Context: an optimization exercise on an open-source flow, tuned for small area, a short achievable clock period and few clock cycles per item. The choices shown serve that exercise and are no tape-out recipe. In this exercise RTL edits were held to simulation tests only and were not proved equivalent to the original. Power figures rest on the tool's default switching activity, not on a simulated workload.

## run A
==> flow/design.v <==
module rsa_xcel_naive_RSAXcel
(
    input  logic clk,
    input  logic reset,
    input  logic [37:0]  xcel_reqstream_msg,    
    input  logic         xcel_reqstream_val,
    output logic         xcel_reqstream_rdy,
    output logic [32:0]  xcel_respstream_msg,   
    output logic         xcel_respstream_val,
    input  logic         xcel_respstream_rdy
);
    localparam K     = 4;            
    localparam NSLOT = 36;           
    localparam NCYC  = NSLOT / K;    
    localparam ST_IDLE = 2'd0;
    localparam ST_DBL  = 2'd1;       
    localparam ST_MM   = 2'd2;       
    localparam OP_SQ  = 2'd0;        
    localparam OP_MUL = 2'd1;        
    localparam OP_FIN = 2'd2;        
    logic [31:0]  b_r, e_r, n_r;     
    logic         busy;              
    logic         go_pend;           
    logic [1:0]   pend;              
    logic         t0, t1;            
    logic [1:0]   st;
    logic [1:0]   op;
    logic [3:0]   cyc;
    logic [6:0]   dcnt;
    logic [4:0]   idx;
    logic         inbit;             
    logic [32:0]  r;                 
    logic [31:0]  bt;                
    logic [34:0]  S;                 
    logic [34:1]  C;
    logic [K-1:0] dsq, dmul, dfin;   
    logic rdy_r, val_r;              
    assign xcel_reqstream_rdy = rdy_r;
    logic       acc, is_wr, deq, go_acc;
    logic [4:0] addr;
    assign acc    = xcel_reqstream_val & xcel_reqstream_rdy;
    assign is_wr  = xcel_reqstream_msg[37];
    assign addr   = xcel_reqstream_msg[36:32];
    assign go_acc = acc & is_wr & ( addr == 5'd0 );
    assign deq    = val_r & xcel_respstream_rdy;
    assign xcel_respstream_val = val_r;
    assign xcel_respstream_msg = { t0, r[31:0] & {32{~t0}} };
    logic [1:0] pend_nxt;
    logic       busy_nxt;
    assign pend_nxt = reset ? 2'd0 : pend + {1'b0, acc} - {1'b0, deq};
    always @( posedge clk ) begin
        pend  <= pend_nxt;
        busy  <= busy_nxt;
        val_r <= ( pend_nxt != 2'd0 );
        rdy_r <= ~busy_nxt & ( pend_nxt != 2'd2 );
        case ( {acc, deq} )
            2'b10: if ( pend == 2'd0 ) t0 <= is_wr; else t1 <= is_wr;
            2'b01: t0 <= t1;
            2'b11: if ( pend == 2'd1 ) t0 <= is_wr;
                   else begin t0 <= t1; t1 <= is_wr; end
            default: ;
        endcase
    end
    always @( posedge clk ) begin
        if ( acc & is_wr ) begin
            if ( addr == 5'd1 ) b_r <= xcel_reqstream_msg[31:0];
            if ( addr == 5'd2 ) e_r <= xcel_reqstream_msg[31:0];
            if ( addr == 5'd3 ) n_r <= xcel_reqstream_msg[31:0];
        end
    end
    logic rd_pend;
    assign rd_pend = ( ( pend != 2'd0 ) & ~t0 ) | ( ( pend == 2'd2 ) & ~t1 );
    logic start;
    assign start = go_pend & ~rd_pend & ( st == ST_IDLE );
    logic        dbl;
    logic        fast;
    logic [32:0] v;
    assign dbl  = start | ( st == ST_DBL );
    assign fast = n_r[31];
    assign v    = start ? {1'b0, b_r & {32{fast}}} : {bt, inbit};
    logic [34:0] add_x, add_y;
    logic [35:0] add_s;
    assign add_x = S | ( {2'b0, v} & {35{dbl}} );
    assign add_y = {C, 1'b0} | ( ~{3'b0, n_r} & {35{dbl}} );
    always @( * ) begin : bk
        logic [35:0] g, p, G, P;
        integer      d, i;
        g = {add_x & add_y, dbl};
        p = {add_x ^ add_y, 1'b0};
        G = g;
        P = p;
        for ( d = 1; d < 36; d = d * 2 )
            for ( i = 2 * d - 1; i < 36; i = i + 2 * d ) begin
                G[i] = G[i] | ( P[i] & G[i-d] );
                P[i] = P[i] & P[i-d];
            end
        for ( d = 8; d >= 1; d = d / 2 )
            for ( i = 3 * d - 1; i < 36; i = i + 2 * d ) begin
                G[i] = G[i] | ( P[i] & G[i-d] );
                P[i] = P[i] & P[i-d];
            end
        add_s = {G[35], p[35:1] ^ G[34:0]};
    end
    logic        ge;
    logic [31:0] red;                
    logic [32:0] sum;                
    assign ge  = add_s[35];
    assign red = ge ? add_s[31:0] : v[31:0];
    assign sum = add_s[32:0];
    logic [34:0] s_o, c_o;
    always @( * ) begin : csa
        logic [34:0] s, c, qn, s1, c1, s2, c2;
        logic [34:0] si [0:K];       
        logic [34:0] ci [0:K];
        logic [34:0] ab [0:K-1];
        logic        q [0:K];
        logic        x1;
        integer      j;
        for ( j = 0; j < K; j = j + 1 )
            ab[j] = {2'b0, ( r & {33{dsq[j]}} ) | ( {1'b0, bt} & {33{dmul[j]}} ) | {32'd0, dfin[j]}};
        si[0] = S;
        ci[0] = {C, 1'b0};
        q[0]  = S[0];
        q[1]  = S[1] ^ C[1] ^ ab[0][0] ^ ( q[0] & ~n_r[1] );
        for ( j = 0; j < K; j = j + 1 ) begin
            s  = si[j];
            c  = ci[j];
            if ( j + 2 <= K ) begin
                x1 = s[1] ^ c[1] ^ ( q[j] & n_r[1] );
                q[j+2] = ( s[2] ^ c[2] ^ ( q[j] & n_r[2] ) )
                       ^ ( ( s[1] & c[1] ) | ( ( s[1] | c[1] ) & q[j] & n_r[1] ) )
                       ^ ab[j][1]
                       ^ ( ( x1 & q[j] ) | ( ( x1 | q[j] ) & ab[j][0] ) )
                       ^ ( q[j+1] & ~n_r[1] )
                       ^ ab[j+1 < K ? j+1 : 0][0] & ( j + 1 < K );
            end
            qn = q[j] ? {3'b0, n_r} : 35'd0;
            s1 = s ^ c ^ qn;
            c1 = ( s & c ) | ( s & qn ) | ( c & qn );
            s1 = s1 >> 1;
            s2 = s1 ^ c1 ^ ab[j];
            c2 = ( s1 & c1 ) | ( s1 & ab[j] ) | ( c1 & ab[j] );
            si[j+1] = s2;
            ci[j+1] = {c2[33:0], 1'b0};
        end
        s = si[K];
        c = ci[K];
        s_o = s;
        c_o = c;
    end
    logic ebit;
    assign ebit = e_r[idx];
    logic cpa;                       
    assign cpa = ( st == ST_MM ) & ( cyc == NCYC[3:0] );
    logic lead;                      
    assign lead = ( st == ST_DBL ) & ( dcnt == 7'd66 );
    logic       nxt_done;
    logic [1:0] nxt_op;
    logic       nxt_dec;
    always @( * ) begin
        nxt_done = 1'b0;
        nxt_op   = op;
        nxt_dec  = 1'b0;
        if ( lead ) begin
            if ( ~ebit ) nxt_done = 1'b1;                
            else if ( idx == 5'd0 ) nxt_op = OP_FIN;
            else begin nxt_op = OP_SQ; nxt_dec = 1'b1; end
        end
        else case ( op )
            OP_SQ: begin
                if ( ebit ) nxt_op = OP_MUL;
                else if ( idx == 5'd0 ) nxt_op = OP_FIN;
                else nxt_dec = 1'b1;
            end
            OP_MUL: begin
                if ( idx == 5'd0 ) nxt_op = OP_FIN;
                else begin nxt_op = OP_SQ; nxt_dec = 1'b1; end
            end
            default: nxt_done = 1'b1;
        endcase
    end
    always @( * ) begin
        busy_nxt = busy;
        if ( go_acc ) busy_nxt = 1'b1;
        if ( lead & nxt_done ) busy_nxt = 1'b0;
        if ( ( st == ST_MM ) & ( op == OP_FIN ) & ( cyc == NCYC[3:0] - 4'd1 ) )
            busy_nxt = 1'b0;
        if ( reset ) busy_nxt = 1'b0;
    end
    always @( posedge clk ) begin
        if ( reset ) begin
            st      <= ST_IDLE;
            go_pend <= 1'b0;
        end
        else begin
            if ( go_acc ) go_pend <= 1'b1;
            if ( start ) begin
                go_pend <= 1'b0;
                st      <= ST_DBL;
            end
            if ( lead ) st <= nxt_done ? ST_IDLE : ST_MM;
            if ( cpa & nxt_done ) st <= ST_IDLE;
        end
    end
    logic [32:0]    r_nxt;           
    logic [NSLOT+K-1:0] r_ext;
    assign r_nxt = lead ? {1'b0, red} : sum;
    assign r_ext = {{(NSLOT+K-33){1'b0}}, r};
    always @( posedge clk ) begin
        S <= ( ( st == ST_MM ) & ~cpa ) ? s_o      : 35'd0;
        C <= ( ( st == ST_MM ) & ~cpa ) ? c_o[34:1] : 34'd0;
    end
    always @( posedge clk ) begin
        if ( start ) begin
            bt   <= red;
            dcnt <= fast ? 7'd32 : 7'd0;
            idx  <= 5'd31;
        end
        if ( st == ST_DBL ) begin
            bt   <= red;
            dcnt <= dcnt + 7'd1;
            if ( ~ebit & ( idx != 5'd0 ) ) idx <= idx - 5'd1;
        end
        if ( start )
            inbit <= ~fast & b_r[31];
        else
            inbit <= ~( dcnt[6] | dcnt[5] | ( dcnt[4:0] == 5'd31 ) ) & b_r[~( dcnt[4:0] + 5'd1 )];
        if ( lead | cpa ) begin
            cyc  <= 4'd0;
            op   <= nxt_op;
            if ( nxt_dec ) idx <= idx - 5'd1;
            r    <= nxt_done & lead ? 33'd1 : r_nxt;
            dsq  <= r_nxt[K-1:0] & {K{nxt_op == OP_SQ}};
            dmul <= r_nxt[K-1:0] & {K{nxt_op == OP_MUL}};
            dfin <= r_nxt[K-1:0] & {K{nxt_op == OP_FIN}};
        end
        else if ( st == ST_MM ) begin
            cyc  <= cyc + 4'd1;
            dsq  <= r_ext[(cyc+4'd1)*K +: K] & {K{op == OP_SQ}};
            dmul <= r_ext[(cyc+4'd1)*K +: K] & {K{op == OP_MUL}};
            dfin <= r_ext[(cyc+4'd1)*K +: K] & {K{op == OP_FIN}};
        end
    end
endmodule
Settings: LEC_CHECK=0, CAP_MARGIN=20, CORE_MARGIN=2, CORE_UTILIZATION=40, GPL_ROUTABILITY_DRIVEN=0, GPL_TIMING_DRIVEN=0, PLACE_DENSITY=0.6, SLEW_MARGIN=20; clock period 15.0 ns.
standard.sh (not shown) runs the stock make flow with config.mk's settings and CLKGATE_MAP_FILE= SYNTH_SCRIPT=/design/flow/synth_recipe.tcl, a recipe that flattens the netlist after the stock synthesis.
==> flow/flow/run.sh <==
#!/bin/bash
# Standard ORFS layout, with timing repair aiming below the clock period and
# plain buffers on the ports; the generic gate mapping before the full-adder
# extraction is skipped, which leaves the adder rows without inverters.
set -euo pipefail
bash standard.sh SETUP_SLACK_MARGIN=10.2 GPL_TIMING_DRIVEN=1 SYNTH_ARGS=-noabc \
    "BUFFER_PORTS_ARGS=-buffer_cell sky130_fd_sc_hd__buf_2" finish > standard_flow.log 2>&1
Testbench counts of run A, summed over its fixed seeds: cycles 70,518, items 192.
Setup changes, run A to run B
- swapping 0.6 for 0.85 in PLACE_DENSITY
- swapping 40 for 75 in CORE_UTILIZATION
- swapping 0 for 1 in GPL_TIMING_DRIVEN
==> flow/flow/run.sh <==
#!/bin/bash
# Standard ORFS layout, with timing repair aiming below the clock period.
set -euo pipefail
bash standard.sh SETUP_SLACK_MARGIN=10.2  finish > standard_flow.log 2>&1
Notes after the runs:
Run B completed; timing, DRC and antenna clean. Looking at endpoint of the worst setup timing path, the S[25] result is from run A; the S[6] one comes from run B. Comparing run B and run A, starting utilization of the core area is higher on run B. NOTE: placed wire-length estimate after detailed placement in run B falls short of that of run A. After detailed routing, run A needs less wire than run B. For the worst hold slack, run B came in 0.013 ns higher than run A did.
Relative to run B, the following input files were edited for run C:
- a change of GPL_TIMING_DRIVEN from 1 to 0
- a change of CORE_UTILIZATION from 75 to 40
- a change of PLACE_DENSITY from 0.85 to 0.6
==> flow/flow/run.sh <==
#!/bin/bash
# Standard ORFS layout, with timing repair aiming below the clock period.
set -euo pipefail
bash standard.sh SETUP_SLACK_MARGIN=10.2 GPL_TIMING_DRIVEN=1 CTS_BUF_LIST=sky130_fd_sc_hd__clkbuf_8 finish > standard_flow.log 2>&1
Results
- ~same area occupied by registers in run B and run C
- Changes observed in run C relative to run B: non-clock buffer count now sits higher; combinational cell fraction of total power saw an increase.
- Sort run B and run C by part of the cycle the worst path needs desc -> top: run B
For run D, these inputs were changed with respect to run C:
- PLACE_DENSITY changed from 0.6 to 0.7
- GPL_TIMING_DRIVEN changed from 0 to 1
- CORE_UTILIZATION changed from 40 to 55
==> flow/flow/run.sh <==
#!/bin/bash
# Standard ORFS layout, with timing repair aiming below the clock period.
set -euo pipefail
bash standard.sh SETUP_SLACK_MARGIN=10.2  finish > standard_flow.log 2>&1
Findings:
Run C has completed all stages; timing, DRC and antenna checks passed. Run D: full flow OK, the timing, DRC and antenna checks passed. Against run C, run D reports a clock period minus worst slack that is higher. Total length of routed wires: run D vs run C down 3.7 mm. Run D — critical path depth 4 higher, run C as reference. Source of the critical timing path = S[0]: run C; source of the critical timing path = n_r[3]: run D.
Here is what was changed in the inputs of run E compared with run D.
- GPL_TIMING_DRIVEN now 0, was 1
- PLACE_DENSITY now 0.6, was 0.7
- CORE_UTILIZATION now 40, was 55
==> flow/flow/run.sh <==
#!/bin/bash
# Standard ORFS layout, with timing repair aiming below the clock period,
# plain buffers on the ports and no dummy loads in the clock tree.
set -euo pipefail
bash standard.sh SETUP_SLACK_MARGIN=10.2 GPL_TIMING_DRIVEN=1 \
    "BUFFER_PORTS_ARGS=-buffer_cell sky130_fd_sc_hd__buf_2" \
    "CTS_ARGS=-sink_clustering_enable -repair_clock_nets -dont_use_dummy_load" \
    finish > standard_flow.log 2>&1
[summary]
Run E vs. run D: wire length climbed 2.1 mm, area of placed instances dropped 160 µm², number of post-CTS setup repair buffers dropped 9. Run E against run D; horizontal die dimension is up by more than 10%. As of run E, clock buffer count in the final layout had fallen by more than a quarter compared to run D.

## run 1
Starts from the design.v that is shown in full above.
clock: 15.0 ns
lec_check: 0
cap_margin: 20
core_margin: 2
core_utilization: 40
gpl_routability_driven: 0
gpl_timing_driven: 0
place_density: 0.6
slew_margin: 20
==> flow/flow/run.sh <==
#!/bin/bash
# Standard ORFS layout, with timing repair aiming below the clock period and
# plain buffers on the ports.
set -euo pipefail
bash standard.sh SETUP_SLACK_MARGIN=10.2 GPL_TIMING_DRIVEN=1 \
    "BUFFER_PORTS_ARGS=-buffer_cell sky130_fd_sc_hd__buf_2" finish > standard_flow.log 2>&1
Run 1 ended with every stage complete and zero timing, DRC or antenna violations.
Testbench counts of run 1, summed over its fixed seeds: cycles 70,518, items 192.
Setup changes, run 1 to run 2
==> flow/flow/run.sh <==
#!/bin/bash
# Standard ORFS layout, with timing repair aiming below the clock period.
set -euo pipefail
bash standard.sh SETUP_SLACK_MARGIN=10.2 GPL_TIMING_DRIVEN=1 finish > standard_flow.log 2>&1
### Flow results
- Die area came out exactly the same in run 2 and run 1.
- On synthesized cell count, run 2 and run 1 are neck and neck.
- In the flow results for run 2 and run 1, the count of cell instances traversed by the critical path is smaller on run 1.
- There was hardly any difference in maximum level of the CTS H-tree between run 2 and run 1.
- Compared with run 1, run 2 shows area added between synthesis and finish higher by 3.0 points.
- Final total power grows by a few percent when moving from run 1 to run 2.
- Taking run 1 as the reference, in run 2 total setup buffers inserted after CTS shows an increase of 1; layout sequential cell count shows no meaningful change.
- Run 2 vs run 1 — area of placed instances rose 1.7%.
- Diff run 1 -> run 2 | area taken by multi-input logic gates | increase of about 1.1%
Input changes introduced in run 3 (baseline for comparison: run 2):
# run 2
export LEC_CHECK = 0
export CAP_MARGIN = 20
export CORE_MARGIN = 2
export CORE_UTILIZATION = 40
export GPL_ROUTABILITY_DRIVEN = 0
export GPL_TIMING_DRIVEN = 0
export PLACE_DENSITY = 0.6
export SLEW_MARGIN = 20
create_clock -name core_clock -period 15.0 [get_ports {clk}]
# run 3
export LEC_CHECK = 0
export CAP_MARGIN = 20
export CORE_MARGIN = 2
export CORE_UTILIZATION = 40
export GPL_ROUTABILITY_DRIVEN = 0
export GPL_TIMING_DRIVEN = 1
export PLACE_DENSITY = 0.6
export SETUP_SLACK_MARGIN = 5
export SLEW_MARGIN = 20
create_clock -name core_clock -period 15.0 [get_ports {clk}]
==> flow/run.sh (new file) <==
#!/bin/bash
# synth_recipe.tcl (not shown) runs the flow's synth.tcl, then flattens the netlist and writes it again
# the make line also repeats each setting of config.mk as NAME=value (left out here)
make -C /OpenROAD-flow-scripts/flow DESIGN_CONFIG=/design/flow/config.mk WORK_HOME=/design/flow/orfs CLKGATE_MAP_FILE= SYNTH_SCRIPT=/design/flow/synth_recipe.tcl finish
removed: flow/flow/run.sh
removed: flow/standard.sh
--- outcome ---
- Sort run 2 and run 3 by endpoint arrival time on the critical path asc -> top: run 2
- Summary — setup slack after layout, run 3 relative to run 2: lower, by 1.27 ns.
- As far as count of sequential standard cells goes, run 2 and run 3 are indistinguishable; the numbers are identical.
- The power consumption of run 3 is lower than that of run 2.
- In run 3, the via count came out 185 below the value in run 2.
- Hold slack delta (run 3 − run 2): favourable
> inputs changed (run 3 -> run 4)
# run 3
export LEC_CHECK = 0
export CAP_MARGIN = 20
export CORE_MARGIN = 2
export CORE_UTILIZATION = 40
export GPL_ROUTABILITY_DRIVEN = 0
export GPL_TIMING_DRIVEN = 1
export PLACE_DENSITY = 0.6
export SETUP_SLACK_MARGIN = 5
export SLEW_MARGIN = 20
create_clock -name core_clock -period 15.0 [get_ports {clk}]
# run 4
export LEC_CHECK = 0
export CAP_MARGIN = 20
export CORE_MARGIN = 2
export CORE_UTILIZATION = 40
export GPL_ROUTABILITY_DRIVEN = 0
export GPL_TIMING_DRIVEN = 0
export PLACE_DENSITY = 0.6
export SLEW_MARGIN = 20
create_clock -name core_clock -period 15.0 [get_ports {clk}]
==> flow/flow/run.sh (new file) <==
#!/bin/bash
# Standard ORFS layout, with timing repair aiming below the clock period.
set -euo pipefail
bash standard.sh SETUP_SLACK_MARGIN=10.5 GPL_TIMING_DRIVEN=1 finish > standard_flow.log 2>&1
==> flow/standard.sh (new file) <==
#!/bin/bash
# synth_recipe.tcl (not shown) runs the flow's synth.tcl, then flattens the netlist and writes it again
# the make line also repeats each setting of config.mk as NAME=value (left out here)
make -C /OpenROAD-flow-scripts/flow DESIGN_CONFIG=/design/flow/config.mk WORK_HOME=/design/flow/orfs CLKGATE_MAP_FILE= SYNTH_SCRIPT=/design/flow/synth_recipe.tcl "${@:-finish}"
removed: flow/run.sh
==> run summary <==
Looking at the reports, run 4 completed the entire flow and the layout it produced met the timing, DRC and antenna checks. The total of plain and repair buffers excluding clock buffers reported for run 4 is greater than that of run 3 by 80%. Where maximum frequency from static timing analysis is concerned, run 3 is outperformed by run 4. Sort run 4 and run 3 by core utilization, ascending, and run 3 comes first. Going from run 3 to run 4, power attributed to the clock group shows an increase of about 2%, sequential cell area share fell by 2.7 points, number of instances in the placed design level, design area now larger. Run 3 reports its worst setup path startpoint as t1 while run 4 reports n_r[3]. Compared with run 3, run 4 shows total vias in the final route that has gone up by a few percent. Comparing met3 capacity usage during global routing for run 4 and run 3, the bigger number came from run 3.

separate check: timing with driven ports:
The results above use ideal ports. As a check the final layouts listed here were re-extracted and re-timed, cells and wires unchanged.
Step 1, drivers: a clkbuf_16 drives clk and a buf_2 each remaining input, both assumed.
Step 2 also shifts input and output timing later by t, the mid clock arrival at the registers, as if the neighbouring blocks saw the same clock.
Slacks: no drivers / after step 1 / after step 2; pairs: no drivers / after step 1.
| run | t, ns | slack for setup (ns) | worst setup path at the end |
|---|---|---|---|
| run A | 0.597 | 9.950 / 9.950 / 9.950 | register to register |
| run B | 0.611 | 9.814 / 9.814 / 9.669 | input to register |
| run C | 0.669 | 9.958 / 9.935 / 9.774 | input to register |
| run D | 0.633 | 9.947 / 9.947 / 9.760 | input to register |
| run E | 0.584 | 10.060 / 10.060 / 10.060 | register to register |
| run 1 | 0.595 | 10.037 / 10.037 / 10.037 | register to register |
| run 2 | 0.591 | 10.065 / 10.065 / 9.740 | input to register |
| run 3 | 0.603 | 8.797 / 8.797 / 8.797 | register to register |
| run 4 | 0.635 | 10.038 / 10.038 / 9.940 | input to register |
After both steps every run listed still meets setup and hold. For run 2, which loses most, drivers alone change the setup slack by 0.000 ns; drivers and shift together by -0.325 ns.
